What follows belongs to an exercise in optimizing a design on an open flow for small area; a production flow would make more cautious choices.
Where RTL was checked, it was by simulation tests only, not by an equivalence proof against the original.
The RTL of run 1 was laid out without a check of its function.
Power is estimated from default activity; no workload was simulated.

==> flow/design.v, too long to show whole: its modules and the start of the top module <==
// module slide_puzzle: 55 lines
// module game: 85 lines
// module hex_decoder: 54 lines
// module bcd_decoder: 43 lines
// module sec_decoder: 43 lines
// module clear: 34 lines
// module countDown: 44 lines
// module gameBoardDatapath: 43 lines
// module gameBoardFSM: 58 lines
// module gameBoardPart2: 28 lines
// module gameStateFSM: 239 lines
// module gameStateDatapath: 118 lines
// module gridDrawer: 33 lines
// module movementCounter: 34 lines
// module drawerCnt: 33 lines
// module glyph: 1703 lines
module slide_puzzle(
	input clk,
	input resetn,
	input [3: 0] KEY,
	output [7: 0] x,
	output [6: 0] y,
	output [2: 0] colour,
	output [6: 0] HEX0,
	output [6: 0] HEX1,
	output [6: 0] HEX2,
	output [6: 0] HEX3,
	output [6: 0] HEX4,
	output [6: 0] HEX5
);
  // ...
==> flow/flow/run.sh <==
#!/bin/bash
# Layout flow: the standard ORFS flow, except that synthesis maps the logic
# with an area-oriented ABC script (abc_area.abc) instead of ORFS's. Every step
# before ABC (and so every register, its name and its cell) is the standard
# synthesis's; the layout steps are standard.sh's.
set -euo pipefail
WORK=$(pwd)
FLOWDIR=$WORK/flow

# 1. synthesis: synth_recipe.tcl with the ABC script replaced
sed -e "s#@ABC_SCRIPT@#$FLOWDIR/abc_area.abc#" -e "s#@DONE@#$WORK/own_abc.done#" $FLOWDIR/synth_area.tcl > $WORK/synth_area.tcl
cat $WORK/synth_recipe.tcl >> $WORK/synth_area.tcl
# the same make command standard.sh runs, with our synthesis script
CMD=$(grep '^make ' $WORK/standard.sh | sed -e "s#SYNTH_SCRIPT=[^ ]*#SYNTH_SCRIPT=$WORK/synth_area.tcl#" -e 's#"${@:-finish}"#ADDER_MAP_FILE= synth#')
eval "$CMD" > $WORK/synth.log 2>&1
test -f $WORK/own_abc.done

# 2. layout: standard.sh from floorplan to finish (synthesis is up to date)
bash $WORK/standard.sh > $WORK/layout.log 2>&1
==> flow/flow/abc_area.abc <==
strash
&get -n
&deepsyn -T 60
&put
dch -f
amap
==> flow/flow/synth_area.tcl <==
# Replaces the script of every abc call by @ABC_SCRIPT@; all other arguments
# (liberty, don't-use cells, constraints) are ORFS's.
proc abc {args} {
  set i [lsearch -exact $args -script]
  if {$i >= 0} { set args [lreplace $args $i [expr {$i + 1}] -script @ABC_SCRIPT@] }
  yosys abc {*}$args
  close [open @DONE@ w]
}
==> flow/standard.sh <==
#!/bin/bash
# synth_recipe.tcl (not shown) runs the flow's synth.tcl, then flattens the netlist and writes it again
# the make line also repeats each setting of config.mk as NAME=value (left out here)
make -C /OpenROAD-flow-scripts/flow DESIGN_CONFIG=/design/flow/config.mk WORK_HOME=/design/flow/orfs CLKGATE_MAP_FILE= SYNTH_SCRIPT=/design/flow/synth_recipe.tcl "${@:-finish}"
==> flow/config.mk <==
export PLATFORM = sky130hd
export DESIGN_NAME = slide_puzzle
export DESIGN_NICKNAME = slide_puzzle
export VERILOG_FILES = /design/flow/design.v
export SDC_FILE = /design/flow/constraint.sdc
export NUM_CORES = 8
export LEC_CHECK = 0
export ABC_AREA = 1
export CAP_MARGIN = 20
export CORE_MARGIN = 2
export CORE_UTILIZATION = 40
export CTS_BUF_LIST = sky130_fd_sc_hd__clkbuf_2 sky130_fd_sc_hd__clkbuf_4 sky130_fd_sc_hd__clkbuf_8
export SLEW_MARGIN = 20
==> flow/constraint.sdc <==
create_clock -name core_clock -period 20.0 [get_ports {clk}]
set_input_delay 4.0000 -clock core_clock [delete_from_list [all_inputs] [get_ports {clk}]]
set_output_delay 4.0000 -clock core_clock [all_outputs]
set_load 0.01 [all_outputs]
==> impl_results.md, run 1 <==
- Status: finished clean
- Core region area: slightly below 60000 sq um
- Comb power frac: 11.4%
- Worst-margin pin slew: around 1.1 ns
- Register area share after synthesis: between 40% and 50%
- Met2 WL: 33000 um
- Vias/cell: around 5.8
- Vias in the first global route: 22400
- Synth area leader: dfxtp_1
- Synth Instances: approximately 3100
- Placed Cells: 3963
- Synth cell types: 54
- Worst path depth: 49
- Clock power frac: around two fifths
- Avg Inst Size Synth: slightly below 8 sq um
- Worst-path clk slew: approximately 0.060 ns
- PD cells: roughly 87 nW/um^2
- #FFs+latches synth: a little under 500
- Clock sink count: 484
- Clock Path Buffers: 3
- Comb_multi_in: 2205
- Top cells by count, synth: nor2_1 (647), clkinv_1 (412), dfxtp_1 (387), nand2_1 (281), o21ai_0 (247)
- TNS Setup: 0 ns
- Met1 Usage GRT: between 30 and 40%
- Final hold viol count: 0
- Commonest non-fill, non-tap cell in the layout: nor2_1
- Fraction of synthesized cell area in xor and xnor cells: 0%
- Non-CTS inverters: between 400 and 500
==> module countDown, before the edit <==
module countDown(clk, resetn, lvl, minuteOut, s1, s0);
	input clk, resetn;
	input [1: 0] lvl;
	output reg [3: 0] minuteOut;
	output [3: 0] s1;  
	output reg [3: 0] s0;  
	reg [9: 0] cnt;
	reg [2: 0] s1r;
	assign s1 = {1'b0, s1r};
	wire tick = (cnt == 10'd690);
	always @(posedge clk)
	begin
		if (resetn == 1'b0)
			begin
				cnt <= 10'd0;
				minuteOut <= (lvl == 2'd1) ? 4'd9 : (lvl == 2'd2) ? 4'd5 : (lvl == 2'd3) ? 4'd2 : 4'd0;
				s1r <= (lvl != 2'd0) ? 3'd5 : 3'd0;
				s0 <= (lvl != 2'd0) ? 4'd9 : 4'd0;
			end
		else
			begin
				cnt <= tick ? 10'd0 : {cnt[8:0], ~(cnt[9] ^ cnt[6])};
				if (tick)
					begin
						if (s1r != 3'd0 || s0 != 4'd0)
							begin
								if (s0 == 4'd0)
									begin
										s0 <= 4'd9;
										s1r <= s1r - 1'b1;
									end
								else
									s0 <= s0 - 1'b1;
							end
						else if (minuteOut != 4'd0)
							begin
								s1r <= 3'd5;
								s0 <= 4'd9;
								minuteOut <= minuteOut - 1'b1;
							end
					end
			end
	end
endmodule
==> inputs of run 2 (changes only) <==
--- a/flow/design.v
+++ b/flow/design.v
@@ -316,39 +316,36 @@
 	input clk, resetn;
 	input [1: 0] lvl;
 	output reg [3: 0] minuteOut;
-	output [3: 0] s1;  
+	output reg [3: 0] s1;  
 	output reg [3: 0] s0;  
-	reg [9: 0] cnt;
-	reg [2: 0] s1r;
-	assign s1 = {1'b0, s1r};
-	wire tick = (cnt == 10'd690);
+	reg [9: 0] cnt;  
 	always @(posedge clk)
 	begin
 		if (resetn == 1'b0)
 			begin
-				cnt <= 10'd0;
+				cnt <= 10'd999;
 				minuteOut <= (lvl == 2'd1) ? 4'd9 : (lvl == 2'd2) ? 4'd5 : (lvl == 2'd3) ? 4'd2 : 4'd0;
-				s1r <= (lvl != 2'd0) ? 3'd5 : 3'd0;
+				s1 <= (lvl != 2'd0) ? 4'd5 : 4'd0;
 				s0 <= (lvl != 2'd0) ? 4'd9 : 4'd0;
 			end
 		else
 			begin
-				cnt <= tick ? 10'd0 : {cnt[8:0], ~(cnt[9] ^ cnt[6])};
-				if (tick)
+				cnt <= (cnt == 10'd0) ? 10'd999 : cnt - 1'b1;
+				if (cnt == 10'd0)
 					begin
-						if (s1r != 3'd0 || s0 != 4'd0)
+						if (s1 != 4'd0 || s0 != 4'd0)
 							begin
 								if (s0 == 4'd0)
 									begin
 										s0 <= 4'd9;
-										s1r <= s1r - 1'b1;
+										s1 <= s1 - 1'b1;
 									end
 								else
 									s0 <= s0 - 1'b1;
 							end
 						else if (minuteOut != 4'd0)
 							begin
-								s1r <= 3'd5;
+								s1 <= 4'd5;
 								s0 <= 4'd9;
 								minuteOut <= minuteOut - 1'b1;
 							end
==> flow/run.sh (new file) <==
#!/bin/bash
# synth_recipe.tcl (not shown) runs the flow's synth.tcl, then flattens the netlist and writes it again
# the make line also repeats each setting of config.mk as NAME=value (left out here)
make -C /OpenROAD-flow-scripts/flow DESIGN_CONFIG=/design/flow/config.mk WORK_HOME=/design/flow/orfs CLKGATE_MAP_FILE= SYNTH_SCRIPT=/design/flow/synth_recipe.tcl finish
--- a/flow/config.mk
+++ b/flow/config.mk
@@ -9,5 +9,4 @@
 export CAP_MARGIN = 20
 export CORE_MARGIN = 2
 export CORE_UTILIZATION = 40
-export CTS_BUF_LIST = sky130_fd_sc_hd__clkbuf_2 sky130_fd_sc_hd__clkbuf_4 sky130_fd_sc_hd__clkbuf_8
 export SLEW_MARGIN = 20
removed: flow/flow/run.sh
removed: flow/flow/abc_area.abc
removed: flow/flow/synth_area.tcl
removed: flow/standard.sh
==> impl_results.md, run 2 <==
- GRT Total Usage: 21.2%
- Vias in the first global route: 26100 (+16%)
- Top Registers: g0.g1.d0.blockState: 64 flops, g0.c0.cnt: 10 flops
- Layout cells sized above 1: 5.72%
- Clock latency (worst-skew pair): between 0.6 and 0.7 ns
- FP Rows: 101
- Crit-path max cell delay: roughly 0.59 ns
- Final GP Congestion: 0.923
- Worst-margin pin slew: 1.15 ns (+0.0342 ns)
- Die span in y: around 280 um
- Met3 WL: roughly 5000 um
- Residual DRC: 0
- Dominant synthesized flop cell: dfxtp_1
- H-tree depth: 2
- Layout area overhead: 11.8%
- Met2 WL: 37900 um (+15%)
- Largest net degree at the start of global routing: between 40 and 50
- Die area: 78500 sq um
- Largest register FFs: 64
- Setup bufs post-CTS: 0
- Synth cell types: 65 (+20%)
- Post-DP HPWL: ~60000 um
- CTS Hold Bufs: 0
- Critical path type: reg2out
- Top cell type's share of synthesized area: between 20% and 30%
- Buf/Inv on CP: 6
- Most frequent cells in the layout: nand2_1 (756), nor2_1 (634), inv_1 (629)
- Synth warnings: 14
- Number of port buffers: 65
- Clock Path Buffers: 3 (unchanged)
- Fin. max-slew vios: 0
- DR WL/cell: between 15 and 20 um
- Startpoint type of the worst setup path: flop
- Top cell family by delay on the critical path: simple AND/OR/NAND/NOR gates
- Number of enable flip-flop cells after synthesis: between 90 and 100
- Mapped Area: slightly above 30000 sq um
- Commonest non-fill, non-tap cell in the layout: nand2_1
- PD cells: 79.1 nW/um^2 (-8.9%)
- Register area share after synthesis: 35.0% (-9.4 points)
- Top post-synthesis cells by area: dfxtp_1 (25%), edfxtp_1 (9.6%), nand2_1 (9.3%)
- Max Cap Viol: 0
- First-pass GRT wire length: 136000 um
- Clock sink count: 485 (+0.21%)
- Initial core utilization: 40.3%
- Routed via count: around 28000
- CTS resizes: 0
- Final setup fails: 0
- Fin crit period: ~14 ns
- Synth area leader: dfxtp_1
- FMAX: between 70 and 80 MHz
- Rel. slew slack: a little under a quarter
- CP Capture Type: output port
- Ys async rst share: 0%
- Top cell by count, worst path: nand2_1
- Initial antenna violation count: 0
- Worst-path fanout max: 39
- Final wirelength: roughly 85000 um
- Synth Instances: 4292 (+38%)
- Setup ws final: between 5 and 6 ns
- R2R Setup Slk: 15.36 ns
- Vias/cell: 5.26 (-9.3%)
- Worst hold path type: reg2reg
- Root Driver: clkbuf_16
- CTS Buf Count: 56
- Status: finished clean
- Most common cell in the netlist: nand2_1
- Die X-Extent: around 280 um
- Core region area: 75700 sq um (+28%)
- Uppermost layer routed: met4
- WL met1: 39600 um
- CP max stage cell: clkdlybuf4s50_1
- Reg with most FFs: g0.g1.d0.blockState
- Antenna Nets Post-Route: 0
- #FFs+latches synth: 485 (+0.21%)
- Unrepaired setup endpoints after global routing: no
- P_leak: 14.5 nW
- Synthesized net count: 4512
- Finished Layout Cells: about 5400
- Top cells by count, synth: nand2_1 (756), nor2_1 (634), inv_1 (629), dfxtp_1 (387)
- Clock Skew: 0.0431 ns
- Total power: roughly 2.7 mW
- Period utilization: about 70%
- Avg Inst Size Synth: 7.11 sq um (-8.0%)
- Arr. time, crit path: a little over 10 ns
- Placed Cells: 5264 (+33%)
- Iter 0 DRT Violations: 2182
- WHS: between 0.3 and 0.4 ns
- Setup WS pre-CTS: about 6.7 ns
- Worst-path clk slew: 0.06 ns (about the same)
- Top Ports: 66
- Final hold viol count: 0 (unchanged)
- TritonRoute pass-1 iters: 6
- Nets: 4564
- Grt ovf: 0
- Max VDD drop: 0.0000718 V
- CTS tree: done
- TNS Setup: 0 ns (unchanged)
- Critical Path RT: 16.00 ns
==> run 2: cell types whose count changed in the layout (fill, tap and decap cells not counted), sizes merged, moves of 67 or more <==
cell / change
inv: +641
nand2: +501
clkinv: -394
ha: +203
nand3: +203
a21oi: +135
a211oi: -127
xor2: +67
==> run 2: cell families after synthesis <==
kind of cell / count (synthesis) / synth area share [%]
AO/OA/AOI/OAI: 732 / 14.1
XOR/XNOR: 102 / 2.93
adder cells (fa/ha/maj): 214 / 9.04
buffers and inverters: 750 / 9.66
flip-flops: 485 / 35.0
AND/OR/NAND/NOR: 2009 / 29.3
==> run 2: layout make-up <==
class / count / area [sq um]
Fill cell: 7711 / 41600
Multi-Input combinational cell: 3057 / 17000
Sequential cell: 485 / 10700
Inverter: 655 / 2460
Clock buffer: 84 / 1700
Tap cell: 978 / 1220
Timing Repair Buffer: 89 / 828
Clock inverter: 21 / 244
Antenna cell: 1 / 2.50
==> run 2: metal layers <==
layer / global-route usage [%] / vias to the layer above
li1: - / 14300
met5: 0 / -
met1: 29.2 / 13000
met2: 34.5 / 790
met3: 2.76 / 152
met4: 6.32 / 0
==> run 2: stage by stage <==
step | util [%] | area [sq um]
5_1_grt | 45.1 | 34100
3_3_place_gp | 42.4 | 32100
4_1_cts | 45.0 | 34100
2_1_floorplan | - | 30500
6_report | 45.1 | 34100
3_5_place_dp | 42.5 | 32200
==> run 2: final timing paths <==
kind | startpoint | endpoint | cells past startpoint
worst max-delay path | g0.g0.drawEZ | y[5] | 50
worst min register to register | g0.g1.f0.last_last_state[0] | g0.g1.f0.moveTo[0] | 0
worst max register to register | g0.g0.inGame | flop | 17
worst min-delay path | g0.g1.f0.last_last_state[0] | g0.g1.f0.moveTo[0] | 0
==> run 2: power by group <==
group	internal (mW)	switching [mW]
clock	0.627	0.434
combinational	0.147	0.322
sequential	1.10	0.0691
==> module hex_decoder, before the edit <==
module hex_decoder(hex_digit, segments, ifInGame, ifGameOver, ifWin, hexID);
	input [3:0] hex_digit;
	input ifGameOver, ifInGame, ifWin;
	input [2:0] hexID;
	output reg [6:0] segments;
	always @(*)
		if (ifInGame == 1'b1)
		begin
			case (hex_digit)
				4'h0: segments = 7'b100_0000;
				4'h1: segments = 7'b111_1001;
				4'h2: segments = 7'b010_0100;
				4'h3: segments = 7'b011_0000;
				4'h4: segments = 7'b001_1001;
				4'h5: segments = 7'b001_0010;
				4'h6: segments = 7'b000_0010;
				4'h7: segments = 7'b111_1000;
				4'h8: segments = 7'b000_0000;
				4'h9: segments = 7'b001_1000;
				4'hA: segments = 7'b000_1000;
				4'hB: segments = 7'b000_0011;
				4'hC: segments = 7'b100_0110;
				4'hD: segments = 7'b010_0001;
				4'hE: segments = 7'b000_0110;
				4'hF: segments = 7'b000_1110;
				default: segments = 7'h7f;
			endcase
		end
		else if (ifGameOver == 1'b1)
		begin
			if (ifWin == 1'b1)
			begin
				case(hexID)
					3'b000: segments = 7'b010_0001;
					3'b001: segments = 7'b010_0011;
					3'b010: segments = 7'b010_0011;
					3'b011: segments = 7'b001_1000;
					default: segments = 7'h7f;
				endcase
			end
			else
			begin
				case(hexID)
					3'b000: segments = 7'b000_0110;
					3'b001: segments = 7'b001_0010;
					3'b010: segments = 7'b100_0000;
					3'b011: segments = 7'b100_0111;
					default: segments = 7'h7f;
				endcase
			end
		end
		else
			segments = 7'h7f;
endmodule
==> module gameBoardDatapath, before the edit <==
module gameBoardDatapath(
	input clk,
	input resetn,
	input [4: 0] moveTo,
	input [4: 0] moveFrom,
	input [63: 0] initialGameBoard,
	output ifWin,
	output reg [63: 0] blockState  
);
	wire [15: 0] fromSel, toSel;
	genvar i;
	generate
		for (i = 0; i < 16; i = i + 1)
		begin : sel
			assign fromSel[i] = (moveFrom == i + 1);
			assign toSel[i] = (moveTo == i + 1);
		end
	endgenerate
	reg [3: 0] tile;
	integer j;
	always @(*)
	begin
		tile = 4'd0;
		for (j = 0; j < 16; j = j + 1)
			tile = tile | (blockState[j*4 +: 4] & {4{fromSel[j]}});
	end
	wire move = (tile != 4'd0);
	integer k;
	always @(posedge clk)
	begin
		if (resetn == 1'b0)
			blockState <= initialGameBoard;
		else if (move)
			for (k = 0; k < 16; k = k + 1)
				begin
					if (fromSel[k])
						blockState[k*4 +: 4] <= 4'd0;
					else if (toSel[k])
						blockState[k*4 +: 4] <= tile;
				end
	end
	assign ifWin = (blockState[59:0] == 60'hfedcba987654321);
endmodule
==> module gameBoardFSM, before the edit <==
module gameBoardFSM(
	input clk,
	input resetn,
	input [2: 0] go,   
	input [5: 0] initialState,  
	output reg [4: 0] moveTo,
	output reg [4: 0] moveFrom
	);
	reg [5: 0] current_state, next_state, last_state, last_last_state;
	wire isPos = (current_state >= 6'd1) && (current_state <= 6'd16);
	wire isWait = (current_state >= 6'd17) && (current_state <= 6'd32);
	wire [3: 0] p = current_state[3:0] - 1'b1;  
	reg [3: 0] q;
	always @(*)
	begin
		case (go)
			3'b001: q = (p[3:2] != 2'd3) ? p + 4'd4 : p;  
			3'b010: q = (p[3:2] != 2'd0) ? p - 4'd4 : p;  
			3'b011: q = (p[1:0] != 2'd3) ? p + 4'd1 : p;  
			default: q = (p[1:0] != 2'd0) ? p - 4'd1 : p;  
		endcase
	end
	always @(posedge clk)
	begin
		if (isPos)
			begin
				if (go >= 3'b001 && go <= 3'b100)
					next_state <= 6'd17 + q;
			end
		else if (isWait)
			next_state <= (go != 3'b000) ? current_state : current_state - 6'd16;
		else
			next_state <= initialState;
	end
	always @(posedge clk)
	begin
		moveFrom <= current_state[4: 0];
		moveTo <= last_last_state[4: 0];
	end
	always @(posedge clk)
	begin
		if (!resetn)
			begin
				current_state <= initialState;
				last_state <= initialState;
				last_last_state <= initialState;
			end
		else
			begin
				if (current_state != next_state)
					begin
						last_state <= current_state;
						last_last_state <= last_state;
					end
				current_state <= next_state;
			end
	end
endmodule
==> module movementCounter, before the edit <==
module movementCounter(clk, resetn, go, c2, c1, c0);
	input clk, resetn;
	input [2: 0] go;
	output reg [5: 0] c2;
	output reg [3: 0] c1;
	output reg [3: 0] c0;
	reg pressed;  
	always @(posedge clk)
	begin
		pressed <= (go != 3'b000);
		if (go != 3'b000 && !pressed)
		begin
			if (resetn == 1'b0 || (c2 == 6'd40 && c1 == 4'd9 && c0 == 4'd5))
				begin
					c2 <= 6'd0;
					c1 <= 4'd0;
					c0 <= 4'd0;
				end
			else if (c0 == 4'd9)
				begin
					c0 <= 4'd0;
					if (c1 == 4'd9)
						begin
							c1 <= 4'd0;
							c2 <= c2 + 1'b1;
						end
					else
						c1 <= c1 + 1'b1;
				end
			else
				c0 <= c0 + 1'b1;
		end
	end
endmodule
==> inputs of run 3 (changes only) <==
--- a/flow/design.v
+++ b/flow/design.v
@@ -143,29 +143,18 @@
 	input ifGameOver, ifInGame, ifWin;
 	input [2:0] hexID;
 	output reg [6:0] segments;
+	wire A = hex_digit[3], B = hex_digit[2], C = hex_digit[1], D = hex_digit[0];
+	wire [6:0] on;  
+	assign on[0] = (~A & B & D) | (~A & C) | (A & ~B & ~C) | (A & ~D) | (~B & ~D) | (B & C);
+	assign on[1] = (~A & ~B) | (~A & ~C & ~D) | (~A & C & D) | (A & ~C & D) | (~B & ~D);
+	assign on[2] = (~A & B) | (~A & ~C) | (~A & D) | (A & ~B) | (~C & D);
+	assign on[3] = (~A & ~B & ~D) | (A & ~C & ~D) | (~B & C & D) | (B & ~C & D) | (B & C & ~D);
+	assign on[4] = (A & B) | (A & C) | (~B & ~D) | (C & ~D);
+	assign on[5] = (~A & B & ~C) | (A & ~B) | (A & C) | (B & ~D) | (~C & ~D);
+	assign on[6] = (~A & B & ~C) | (A & ~B) | (A & D) | (~B & C) | (C & ~D);
 	always @(*)
 		if (ifInGame == 1'b1)
-		begin
-			case (hex_digit)
-				4'h0: segments = 7'b100_0000;
-				4'h1: segments = 7'b111_1001;
-				4'h2: segments = 7'b010_0100;
-				4'h3: segments = 7'b011_0000;
-				4'h4: segments = 7'b001_1001;
-				4'h5: segments = 7'b001_0010;
-				4'h6: segments = 7'b000_0010;
-				4'h7: segments = 7'b111_1000;
-				4'h8: segments = 7'b000_0000;
-				4'h9: segments = 7'b001_1000;
-				4'hA: segments = 7'b000_1000;
-				4'hB: segments = 7'b000_0011;
-				4'hC: segments = 7'b100_0110;
-				4'hD: segments = 7'b010_0001;
-				4'hE: segments = 7'b000_0110;
-				4'hF: segments = 7'b000_1110;
-				default: segments = 7'h7f;
-			endcase
-		end
+			segments = ~on;
 		else if (ifGameOver == 1'b1)
 		begin
 			if (ifWin == 1'b1)
@@ -316,40 +305,31 @@
 	input clk, resetn;
 	input [1: 0] lvl;
 	output reg [3: 0] minuteOut;
-	output reg [3: 0] s1;  
+	output [3: 0] s1;  
 	output reg [3: 0] s0;  
-	reg [9: 0] cnt;  
+	reg [9: 0] cnt;
+	reg [2: 0] s1r;
+	assign s1 = {1'b0, s1r};
+	wire tick = (cnt == 10'd690);
+	wire secLeft = (s1r != 3'd0) || (s0 != 4'd0);
+	wire dec0 = tick & secLeft;                           
+	wire dec1 = dec0 & (s0 == 4'd0);                      
+	wire decM = tick & ~secLeft & (minuteOut != 4'd0);    
 	always @(posedge clk)
 	begin
 		if (resetn == 1'b0)
 			begin
-				cnt <= 10'd999;
+				cnt <= 10'd0;
 				minuteOut <= (lvl == 2'd1) ? 4'd9 : (lvl == 2'd2) ? 4'd5 : (lvl == 2'd3) ? 4'd2 : 4'd0;
-				s1 <= (lvl != 2'd0) ? 4'd5 : 4'd0;
+				s1r <= (lvl != 2'd0) ? 3'd5 : 3'd0;
 				s0 <= (lvl != 2'd0) ? 4'd9 : 4'd0;
 			end
 		else
 			begin
-				cnt <= (cnt == 10'd0) ? 10'd999 : cnt - 1'b1;
-				if (cnt == 10'd0)
-					begin
-						if (s1 != 4'd0 || s0 != 4'd0)
-							begin
-								if (s0 == 4'd0)
-									begin
-										s0 <= 4'd9;
-										s1 <= s1 - 1'b1;
-									end
-								else
-									s0 <= s0 - 1'b1;
-							end
-						else if (minuteOut != 4'd0)
-							begin
-								s1 <= 4'd5;
-								s0 <= 4'd9;
-								minuteOut <= minuteOut - 1'b1;
-							end
-					end
+				cnt <= tick ? 10'd0 : {cnt[8:0], ~(cnt[9] ^ cnt[6])};
+				s0 <= ({4{decM | dec1}} & 4'd9) | ({4{dec0 & ~dec1}} & (s0 - 1'b1)) | ({4{~decM & ~dec0}} & s0);
+				s1r <= decM ? 3'd5 : s1r - dec1;
+				minuteOut <= minuteOut - decM;
 			end
 	end
 endmodule
@@ -380,20 +360,14 @@
 			tile = tile | (blockState[j*4 +: 4] & {4{fromSel[j]}});
 	end
 	wire move = (tile != 4'd0);
+	reg [63: 0] nextState;
 	integer k;
+	always @(*)
+		for (k = 0; k < 16; k = k + 1)
+			nextState[k*4 +: 4] = ({4{~(move & (fromSel[k] | toSel[k]))}} & blockState[k*4 +: 4]) |
+				({4{move & ~fromSel[k] & toSel[k]}} & tile);
 	always @(posedge clk)
-	begin
-		if (resetn == 1'b0)
-			blockState <= initialGameBoard;
-		else if (move)
-			for (k = 0; k < 16; k = k + 1)
-				begin
-					if (fromSel[k])
-						blockState[k*4 +: 4] <= 4'd0;
-					else if (toSel[k])
-						blockState[k*4 +: 4] <= tile;
-				end
-	end
+		blockState <= resetn ? nextState : initialGameBoard;
 	assign ifWin = (blockState[59:0] == 60'hfedcba987654321);
 endmodule
 module gameBoardFSM(
@@ -418,23 +392,17 @@
 			default: q = (p[1:0] != 2'd0) ? p - 4'd1 : p;  
 		endcase
 	end
+	wire turn = isPos && (go >= 3'b001) && (go <= 3'b100);
+	wire [5: 0] waitNext = (go != 3'b000) ? current_state : current_state - 6'd16;
 	always @(posedge clk)
-	begin
-		if (isPos)
-			begin
-				if (go >= 3'b001 && go <= 3'b100)
-					next_state <= 6'd17 + q;
-			end
-		else if (isWait)
-			next_state <= (go != 3'b000) ? current_state : current_state - 6'd16;
-		else
-			next_state <= initialState;
-	end
+		next_state <= ({6{turn}} & (6'd17 + q)) | ({6{isPos & ~turn}} & next_state) |
+			({6{isWait}} & waitNext) | ({6{~isPos & ~isWait}} & initialState);
 	always @(posedge clk)
 	begin
 		moveFrom <= current_state[4: 0];
 		moveTo <= last_last_state[4: 0];
 	end
+	wire moved = (current_state != next_state);
 	always @(posedge clk)
 	begin
 		if (!resetn)
@@ -445,11 +413,8 @@
 			end
 		else
 			begin
-				if (current_state != next_state)
-					begin
-						last_state <= current_state;
-						last_last_state <= last_state;
-					end
+				last_state <= ({6{moved}} & current_state) | ({6{~moved}} & last_state);
+				last_last_state <= ({6{moved}} & last_state) | ({6{~moved}} & last_last_state);
 				current_state <= next_state;
 			end
 	end
@@ -879,31 +844,18 @@
 	output reg [3: 0] c1;
 	output reg [3: 0] c0;
 	reg pressed;  
+	wire press = (go != 3'b000) && !pressed;
+	wire zero = (resetn == 1'b0) || (c2 == 6'd40 && c1 == 4'd9 && c0 == 4'd5);
+	wire up0 = press & ~zero;
+	wire up1 = up0 & (c0 == 4'd9);
+	wire up2 = up1 & (c1 == 4'd9);
+	wire clr = press & zero;
 	always @(posedge clk)
 	begin
 		pressed <= (go != 3'b000);
-		if (go != 3'b000 && !pressed)
-		begin
-			if (resetn == 1'b0 || (c2 == 6'd40 && c1 == 4'd9 && c0 == 4'd5))
-				begin
-					c2 <= 6'd0;
-					c1 <= 4'd0;
-					c0 <= 4'd0;
-				end
-			else if (c0 == 4'd9)
-				begin
-					c0 <= 4'd0;
-					if (c1 == 4'd9)
-						begin
-							c1 <= 4'd0;
-							c2 <= c2 + 1'b1;
-						end
-					else
-						c1 <= c1 + 1'b1;
-				end
-			else
-				c0 <= c0 + 1'b1;
-		end
+		c0 <= {4{~clr}} & (up0 ? ((c0 == 4'd9) ? 4'd0 : c0 + 1'b1) : c0);
+		c1 <= {4{~clr}} & (up1 ? ((c1 == 4'd9) ? 4'd0 : c1 + 1'b1) : c1);
+		c2 <= {6{~clr}} & (c2 + up2);
 	end
 endmodule
 module drawerCnt(clk, resetn, enable, last, state);
==> flow/flow/run.sh (new file) <==
#!/bin/bash
# Layout flow: the standard flow, with one step added after synthesis and
# one setting changed.
# - After the standard synthesis (standard.sh synth, unchanged), the
#   combinational logic of its netlist is re-mapped by ABC with an
#   area-oriented script (abc_area.abc); every register instance keeps its
#   name and cell. resynth.py proves the result equivalent to the standard
#   netlist (Yosys, registers paired by name) before it replaces it.
# - The port buffers are buf_1 cells.
# The layout steps are standard.sh's. Each tool's output is in its own log.
set -euo pipefail
WORK=$(pwd)
RES=$WORK/orfs/results/$FLOW_PLATFORM/slide_puzzle/base
LIB=$FLOW_HOME/platforms/$FLOW_PLATFORM/lib/sky130_fd_sc_hd__tt_025C_1v80.lib

# 1. the standard synthesis
bash $WORK/standard.sh synth > $WORK/synth.log 2>&1
cp $RES/1_2_yosys.v $WORK/standard_netlist.v

# 2. re-map the logic; the new netlist replaces the standard one (make then
#    rebuilds 1_synth.odb from it)
python3 $WORK/flow/resynth.py $WORK/standard_netlist.v $WORK/resynth.v $LIB $WORK/flow/abc_area.abc $WORK > $WORK/resynth_py.log 2>&1
cp $WORK/resynth.v $RES/1_2_yosys.v
touch $RES/1_2_yosys.v

# 3. layout
export BUFFER_PORTS_ARGS="-buffer_cell sky130_fd_sc_hd__buf_1"
bash $WORK/standard.sh > $WORK/layout.log 2>&1
==> flow/flow/abc_area.abc (new file) <==
strash
&get -n
&deepsyn -T 60
&put
dch -f
amap
==> flow/flow/resynth.py (new file) <==
#!/usr/bin/env python3
"""Re-maps the combinational logic of bench's standard synthesis netlist with
ABC (abc_area.abc), keeping every register instance (name, cell, pins) as the
standard synthesis made it, then proves the new netlist equivalent to the
standard one with Yosys (registers paired by instance name). Writes the new
netlist only when the proof succeeds.

usage: resynth.py STANDARD_NETLIST OUT_NETLIST LIBERTY ABC_SCRIPT WORKDIR"""
import re, subprocess, sys, os

std, out, lib, abc, work = sys.argv[1:6]
src = open(std).read()
cells = sorted(set(re.findall(r"\b(sky130_fd_sc_hd__\w+)\s+\S+\s*\(", src)))
seq = [c for c in cells if re.match(r"sky130_fd_sc_hd__(sed|ed|sd|d)f\w*$|sky130_fd_sc_hd__dl[xr]\w*$|\w*dlclkp\w*$", c)]
assert seq, "no registers found"

new = os.path.join(work, "resynth_all.v")
ys = os.path.join(work, "resynth.ys")
open(ys, "w").write(f"""
read_liberty -ignore_miss_func {lib}
read_verilog {std}
hierarchy -top slide_puzzle
setattr -mod -set keep_hierarchy 1 {' '.join(seq)}
flatten
select -module slide_puzzle
opt_clean
abc -script {abc} -liberty {lib} -dont_use *probe* -dont_use *lpflow*
opt_clean -purge
hilomap -singleton -hicell sky130_fd_sc_hd__conb_1 HI -locell sky130_fd_sc_hd__conb_1 LO
insbuf -buf sky130_fd_sc_hd__buf_1 A X
opt_clean -purge
select -clear
blackbox {' '.join(seq)}
stat -liberty {lib}
write_verilog -noattr -nohex -nodec {new}
""")
subprocess.run(["yosys", "-s", ys], check=True, stdout=open(os.path.join(work, "resynth.log"), "w"), stderr=subprocess.STDOUT)

# the same register instances, each in the same cell
reg = re.compile(r"\b(sky130_fd_sc_hd__\w+)\s+(\S+)\s*\(")
def regs(text):
    return sorted((n, c) for c, n in reg.findall(text) if c in seq)
got = open(new).read()
assert regs(got) == regs(src), "registers differ from the standard synthesis"
assert "assign" not in got, "netlist has assign statements"

eq = os.path.join(work, "equiv.ys")
open(eq, "w").write(f"""
read_liberty -ignore_miss_func {lib}
read_verilog {std}
rename slide_puzzle gold
read_verilog {new}
rename slide_puzzle gate
flatten gold gate
opt_clean
equiv_make gold gate eq
hierarchy -top eq
equiv_simple
equiv_status -assert
""")
subprocess.run(["yosys", "-s", eq], check=True, stdout=open(os.path.join(work, "equiv.log"), "w"), stderr=subprocess.STDOUT)
os.replace(new, out)
print("resynthesized netlist written to", out)
==> flow/standard.sh (new file) <==
#!/bin/bash
# synth_recipe.tcl (not shown) runs the flow's synth.tcl, then flattens the netlist and writes it again
# the make line also repeats each setting of config.mk as NAME=value (left out here)
make -C /OpenROAD-flow-scripts/flow DESIGN_CONFIG=/design/flow/config.mk WORK_HOME=/design/flow/orfs CLKGATE_MAP_FILE= SYNTH_SCRIPT=/design/flow/synth_recipe.tcl "${@:-finish}"
--- a/flow/config.mk
+++ b/flow/config.mk
@@ -9,4 +9,7 @@
 export CAP_MARGIN = 20
 export CORE_MARGIN = 2
 export CORE_UTILIZATION = 40
+export CTS_BUF_LIST = sky130_fd_sc_hd__clkbuf_8
+export CTS_CLUSTER_DIAMETER = 110
+export CTS_CLUSTER_SIZE = 14
 export SLEW_MARGIN = 20
removed: flow/run.sh
==> impl_results.md, run 3 <==
- Grt ovf: 0 (unchanged)
- R2R Setup Slk: 15.69 ns (+0.33 ns)
- Fin crit period: 18.31 ns (+4.18 ns)
- Critical path type: reg2out
- Buf/Inv on CP: 12 (+6)
- Final hold viol count: 0 (unchanged)
- Layout cells sized above 1: 2.75% (-3.0 points)
- Core region area: 57800 sq um (-24%)
- H-tree depth: 2 (unchanged)
- P_leak: 7.64 nW (-47%)
- Top Registers: g0.g1.d0.blockState: 64 flops, g0.c0.cnt: 10 flops
- Initial core utilization: 40.6% (+0.23 points)
- Nets: 3348 (-27%)
- Fillers: 5973 (-23%)
- Top cell family by delay on the critical path: compound AO/OA/AOI/OAI gates
- Final wirelength: 78200 um (-7.9%)
- GRT Total Usage: 25.4% (+4.2 points)
- PD cells: 78.9 nW/um^2 (-0.25%)
- Clock latency (worst-skew pair): 0.66 ns (+0.03 ns)
- Routed via count: 23800 (-16%)
- Arr. time, crit path: 14.31 ns (+4.18 ns)
- Top cell by count, worst path: clkinv_1
- Die area: 60600 sq um (-23%)
- Vias in the first global route: 21900 (-16%)
- Iter 0 DRT Violations: 1926 (-12%)
- Synthesized net count: 3209 (-29%)
- Clock Path Buffers: 3 (unchanged)
- Avg Inst Size Synth: 7.32 sq um (+2.9%)
- CTS tree: done
- Crit-path max cell delay: 0.83 ns (+0.24 ns)
- FF-to-FF Start: g0.g1.f0.moveFrom[0]
- Die span in y: 246 um (-12%)
- Synth warnings: 14 (unchanged)
- Worst-margin pin slew: 1.03 ns (-0.118 ns)
- FMAX: 54.6 MHz (-23%)
- Setup bufs post-CTS: 0 (unchanged)
- DR WL/cell: 19.0 um (+20%)
- Most frequent cells in the layout: nor2_1 (633), dfxtp_1 (474), clkinv_1 (468)
- Die X-Extent: 246 um (-12%)
- Antenna Nets Post-Route: 0 (unchanged)
- Mapped Area: 23400 sq um (-23%)
- Fin. max-slew vios: 0 (unchanged)
- CP max stage cell: o21ai_0
- Worst-path fanout max: 41 (+5.1%)
- Final setup fails: 0 (unchanged)
- Worst hold path type: reg2reg
- Hold depth: 0 (unchanged)
- Max Cap Viol: 0 (unchanged)
- Clock sink count: 477 (-1.6%)
- Reg with most FFs: g0.g1.d0.blockState
- Layout area overhead: 9.06%
- Largest net degree at the start of global routing: 45 (-4.3%)
- Max VDD drop: 0.0000665 V (-7.3%)
- Number of port buffers: 65 (unchanged)
- Initial antenna violation count: 2 (+2)
- Rel. slew slack: 29.6% (+6.1 points)
- Critical Path RT: 16.00 ns (about the same)
- Layout Utilization: 44.2% (-0.84 points)
- CP Capture Type: output port
- First-pass GRT wire length: 122000 um (-10%)
- Period utilization: 91.5% (+21 points)
- Worst r2r path cells: 13 (-4)
- Final GP Congestion: 0.980 (+6.2%)
- Residual DRC: 0 (unchanged)
- Vias/cell: 5.80 (+10%)
- Commonest non-fill, non-tap cell in the layout: nor2_1
- CTS Hold Bufs: 0 (unchanged)
- Top Ports: 66 (unchanged)
- Largest register FFs: 64 (unchanged)
- Hold Crit Endpoint: g0.g1.f0.moveTo[3]
- CTS resizes: 0 (unchanged)
- End of the worst register-to-register path: g0.g1.d0.blockState[4]
- Post-DP HPWL: 58100 um (-6.1%)
- Root Driver: clkbuf_8
- Synth Instances: 3203 (-25%)
- Clock Skew: 0.0297 ns (-0.0135 ns)
- Startpoint type of the worst setup path: flop
- Unrepaired setup endpoints after global routing: no
- CTS Buf Count: 40 (-29%)
- Worst-path clk slew: 0.10 ns (+0.04 ns)
- TNS Setup: 0 ns (unchanged)
- Status: finished clean
- TritonRoute pass-1 iters: 7 (+1)
- FP Rows: 88 (-13%)
-- run 3: per-stage QoR --
step | power [mW] | setup slack [ns] | cells | area (sq um) | hold slack [ns]
6_report | 2.02 | 1.69 | 4112 | 25600 | 0.353
5_1_grt | 2.12 | 0.583 | 4112 | 25600 | 0.359
4_1_cts | 2.03 | 2.07 | 4111 | 25500 | 0.348
3_5_place_dp | 1.51 | 2.88 | 4065 | 24900 | 0.328
3_3_place_gp | 1.51 | 2.90 | 4065 | 24900 | 0.328
2_1_floorplan | 1.34 | 4.20 | 3203 | 23400 | 0.323
-- run 3: area by class of cell --
class / count / area (sq um) / share of cell area [%]
Multi-Input combinational cell: 2255 / 12200 / 47.6
Antenna cell: 1 / 2.50 / 0.00979
Timing Repair Buffer: 99 / 500 / 1.96
Clock inverter: 6 / 47.5 / 0.186
Inverter: 469 / 1760 / 6.89
Tap cell: 765 / 957 / 3.74
Sequential cell: 477 / 9570 / 37.4
Clock buffer: 40 / 551 / 2.15
-- run 3: report_power, final --
| group | total (mW) | switching, mW | internal [mW] |
|---|---|---|---|
| combinational | 0.409 | 0.293 | 0.116 |
| clock | 0.519 | 0.334 | 0.185 |
| sequential | 1.09 | 0.0678 | 1.02 |
-- run 3: layer usage --
layer | vias up | track usage [%] | share of wire (%)
met4 | 0 | 10.6 | 4.0
met1 | 10900 | 33.4 | 45
met2 | 876 | 40.7 | 44
met3 | 184 | 4.78 | 7.1
met5 | - | 0 | 0
li1 | 11900 | - | -
-- run 3: how the worst max path moves through the flow --
stage / start / to / slack, ns / cells past startpoint
final: g0.g0.drawNORMAL / y[5] / 1.69 / 47
after global routing: g0.g0.drawNORMAL / y[5] / 0.58 / 47
after CTS: g0.g0.drawNORMAL / y[5] / 2.07 / 47
after detailed placement: g0.g0.drawNORMAL / y[5] / 2.88 / 47
after global placement: g0.g0.drawNORMAL / y[5] / 2.90 / 47
after floorplan: g0.g0.drawEZ / y[5] / 4.20 / 47
-- run 3: worst reg2reg max path: stages (launching register included) --
cell	delay (ns)
dfxtp_1	0.37
or2_0	0.32
nor2_1	0.24
a222oi_1	0.37
o221ai_1	0.26
a2111oi_0	0.69
o21ai_0	0.48
nor4_1	0.40
clkinv_1	0.39
o21ai_0	0.23
nand2_1	0.19
o21ai_0	0.14
o21ai_0	0.10
nand2_1	0.07
==> module clear, before the edit <==
module clear(clk, enable, resetn, colorOut, xOut, yOut);
	input clk, enable, resetn;
	output [2: 0] colorOut;
	output [7: 0] xOut;
	output [6: 0] yOut;
	reg [7:0]x;
	reg [6:0]y;
	always @(posedge clk)
	begin
		if (resetn == 0)
			begin
				x <= 0;
				y <= 0;
			end
		else if (enable == 1'b1)
			begin
				if (y == 7'd116 && x != 8'd116)
					begin
						y <= 0;
						x <= x + 1;
					end
				else if (y == 7'd116 && x == 8'd116)
					begin
						x <= 0;
						y <= 0;
					end
				else
					y <= y + 1;
			end
	end
	assign xOut = x;
	assign yOut = y;
	assign colorOut = 3'b000;
endmodule
==> inputs of run 4 (changes only) <==
--- a/flow/design.v
+++ b/flow/design.v
@@ -272,32 +272,16 @@
 	output [2: 0] colorOut;
 	output [7: 0] xOut;
 	output [6: 0] yOut;
-	reg [7:0]x;
-	reg [6:0]y;
+	reg [6:0] x;  
+	reg [6:0] y;
+	wire endY = enable & (y == 7'd116);
+	wire endX = endY & (x == 7'd116);
 	always @(posedge clk)
 	begin
-		if (resetn == 0)
-			begin
-				x <= 0;
-				y <= 0;
-			end
-		else if (enable == 1'b1)
-			begin
-				if (y == 7'd116 && x != 8'd116)
-					begin
-						y <= 0;
-						x <= x + 1;
-					end
-				else if (y == 7'd116 && x == 8'd116)
-					begin
-						x <= 0;
-						y <= 0;
-					end
-				else
-					y <= y + 1;
-			end
+		y <= (resetn == 1'b0 || endY) ? 7'd0 : y + enable;
+		x <= (resetn == 1'b0 || endX) ? 7'd0 : x + endY;
 	end
-	assign xOut = x;
+	assign xOut = {1'b0, x};
 	assign yOut = y;
 	assign colorOut = 3'b000;
 endmodule
==> flow/flow/abc_area.abc (replaced) <==
strash
&get -n
&deepsyn -T 300
&put
dch -f
amap
strash
dch -f
amap
==> impl_results.md, run 4 <==
- Synth warnings: 14 (unchanged)
- Clock Skew: 0.0314 ns (+0.00171 ns)
- Mapped Area: 23200 sq um (-0.99%)
- Synthesized net count: 3213 (+0.12%)
- FMAX: 60.2 MHz (+10%)
- Fin. max-slew vios: 0 (unchanged)
- Root Driver: clkbuf_8
- Die X-Extent: 245 um (-0.49%)
- CTS Hold Bufs: 0 (unchanged)
- Final hold viol count: 0 (unchanged)
- Antenna Nets Post-Route: 0 (unchanged)
- Layout cells sized above 1: 2.63% (-0.12 points)
- Top Ports: 66 (unchanged)
- Grt ovf: 0 (unchanged)
- Layout area overhead: 8.99% (about the same)
- Worst-path clk slew: 0.09 ns (about the same)
- Clock latency (worst-skew pair): 0.66 ns (about the same)
- Worst-margin pin slew: 0.967 ns (-0.0621 ns)
- CTS Buf Count: 40 (unchanged)
- Critical Path RT: 16.00 ns (about the same)
- Buf/Inv on CP: 10 (-2)
- Placed Cells: 4062 (-0.074%)
- H-tree depth: 2 (unchanged)
- Largest register FFs: 64 (unchanged)
- Startpoint type of the worst setup path: flop
- Rel. slew slack: 34.7% (+5.1 points)
- Nets: 3345 (-0.090%)
- Final setup fails: 0 (unchanged)
- P_leak: 7.72 nW (+0.99%)
- Max VDD drop: 0.0000384 V (-42%)
- Worst hold path type: reg2reg
- Status: finished clean
- Most frequent cells in the layout: nor2_1 (695), dfxtp_1 (473), clkinv_1 (418)
- Initial antenna violation count: 1 (-1)
- Fillers: 5945 (-0.47%)
- Hold depth: 0 (unchanged)
- Post-DP HPWL: 53100 um (-8.5%)
- Synth Instances: 3207 (+0.12%)
- GRT Total Usage: 23.8% (-1.5 points)
- Top Registers: g0.g1.d0.blockState: 64 flops, g0.c0.cnt: 10 flops
- Period utilization: 83.1% (-8.4 points)
- Clock sink count: 476 (-0.21%)
- Unrepaired setup endpoints after global routing: no
- Number of port buffers: 64 (-1.5%)
- First-pass GRT wire length: 116000 um (-5.1%)
- FP Rows: 88 (unchanged)
- Critical path type: reg2out
- Worst-path fanout max: 30 (-27%)
- Top cell family by delay on the critical path: compound AO/OA/AOI/OAI gates
- PD cells: 61.1 nW/um^2 (-23%)
- Worst path depth: 50 (+6.4%)
- Routed via count: 23300 (-2.2%)
- Top cell by count, worst path: nor2_1
- Arr. time, crit path: 12.62 ns (-1.69 ns)
- CP max stage cell: clkinv_1
- Commonest non-fill, non-tap cell in the layout: nor2_1
- CTS resizes: 0 (unchanged)
- Clock Path Buffers: 3 (unchanged)
- TritonRoute pass-1 iters: 8 (+1)
- Final GP Congestion: 1.03 (+4.8%)
- Fin crit period: 16.62 ns (-1.69 ns)
- DR WL/cell: 17.7 um (-6.7%)
- Final wirelength: 72900 um (-6.8%)
- CP Capture Type: output port
- Iter 0 DRT Violations: 2336 (+21%)
- Initial core utilization: 40.3% (-0.25 points)
- Vias/cell: 5.67 (-2.2%)
- Crit-path max cell delay: 0.77 ns (-0.06 ns)
- Vias in the first global route: 21000 (-4.0%)
- Finished Layout Cells: 4111 (-0.024%)
- Die area: 60000 sq um (-0.98%)
- Setup bufs post-CTS: 0 (unchanged)
- CTS tree: done
- Residual DRC: 0 (unchanged)
- Worst r2r path cells: 15 (+2)
- TNS Setup: 0 ns (unchanged)
- Max Cap Viol: 0 (unchanged)
- Largest net degree at the start of global routing: 55 (+22%)
- Die span in y: 245 um (-0.49%)
- Avg Inst Size Synth: 7.24 sq um (-1.1%)
- Core region area: 57600 sq um (-0.38%)
- Reg with most FFs: g0.g1.d0.blockState
==> run 4: per-layer routing <==
metal	share of wire (%)	global-route usage, %	vias to the layer above
li1	-	-	11800
met1	48	34.8	10600
met2	42	36.3	787
met3	6.7	3.36	119
met4	2.6	6.89	0
met5	0	0	-
==> run 4: final cells by class <==
type / instances / area (sq um) / area share [%]
multi-input cells: 2309 / 12100 / 48.0
flip-flops and latches: 476 / 9550 / 37.8
inverters: 419 / 1570 / 6.22
well taps: 765 / 957 / 3.78
clock buffers: 42 / 578 / 2.28
repair buffers: 93 / 459 / 1.82
clock inverters: 6 / 36.3 / 0.143
diodes: 1 / 2.50 / 0.00989
==> run 4: worst paths after layout <==
kind / to / from / slack (ns)
worst max-delay path: x[4] / g0.g0.drawHARD / 3.38
worst min-delay path: g0.g1.f0.moveTo[4] / flop / 0.35
worst max register to register: g0.g1.d0.blockState[9] / g0.g1.f0.moveFrom[1] / 16.19
worst min register to register: g0.g1.f0.moveTo[4] / flop / 0.35
==> run 4: power by group <==
part	internal [mW]	total [mW]	leakage, nW	switching, mW
Sequential	0.955	0.961	3.85	0.00606
Combinational	0.0176	0.0639	3.54	0.0463
Clock	0.192	0.521	0.332	0.330
Total	1.16	1.55	7.72	0.382
==> run 4: through the flow <==
stage	cell area [sq um]	utilization [%]	total power, mW	worst slack (ns)	hold slack [ns]
floorplan	23200	-	1.02	4.25	0.323
finish	25300	43.9	1.55	3.38	0.347
global route	25300	43.9	1.61	2.15	0.366
detailed placement	24700	42.8	1.05	4.51	0.328
CTS	25300	43.9	1.56	3.73	0.350
global placement	24700	42.8	1.05	4.67	0.329

what the ideal ports hide:
Ports are ideal in the flow. The routed layouts listed here were re-timed in OpenROAD. Step 1 sets driving cells, clkbuf_16 on the clock port and buf_2 on the other inputs (assumed; they add their load-dependent delay and slew). Step 2 adds t to the input delays and takes it off the output delays; t is the mean of the earliest and latest rising clock arrival at the registers after step 1. Input paths then give back, and output paths get back, about the clock's delay inside the block. a / b / c = ideal ports / drivers / drivers and shift; a / b = the first two.
| run | shift t [ns] | setup WS [ns] | hold slack, ns | worst register clock-pin slew, ns |
|---|---|---|---|---|
| run 1 | 0.728 | 3.488 / 3.425 / 4.152 | 0.341 / 0.341 / 0.341 | 0.07 / 0.07 |
| run 2 | 0.673 | 5.873 / 5.811 / 6.485 | 0.330 / 0.330 / 0.330 | 0.07 / 0.07 |
| run 3 | 0.714 | 1.691 / 1.624 / 2.339 | 0.353 / 0.353 / 0.353 | 0.11 / 0.11 |
| run 4 | 0.702 | 3.377 / 3.320 / 4.022 | 0.347 / 0.347 / 0.347 | 0.10 / 0.10 |
After both steps setup and hold are still met in every run listed.
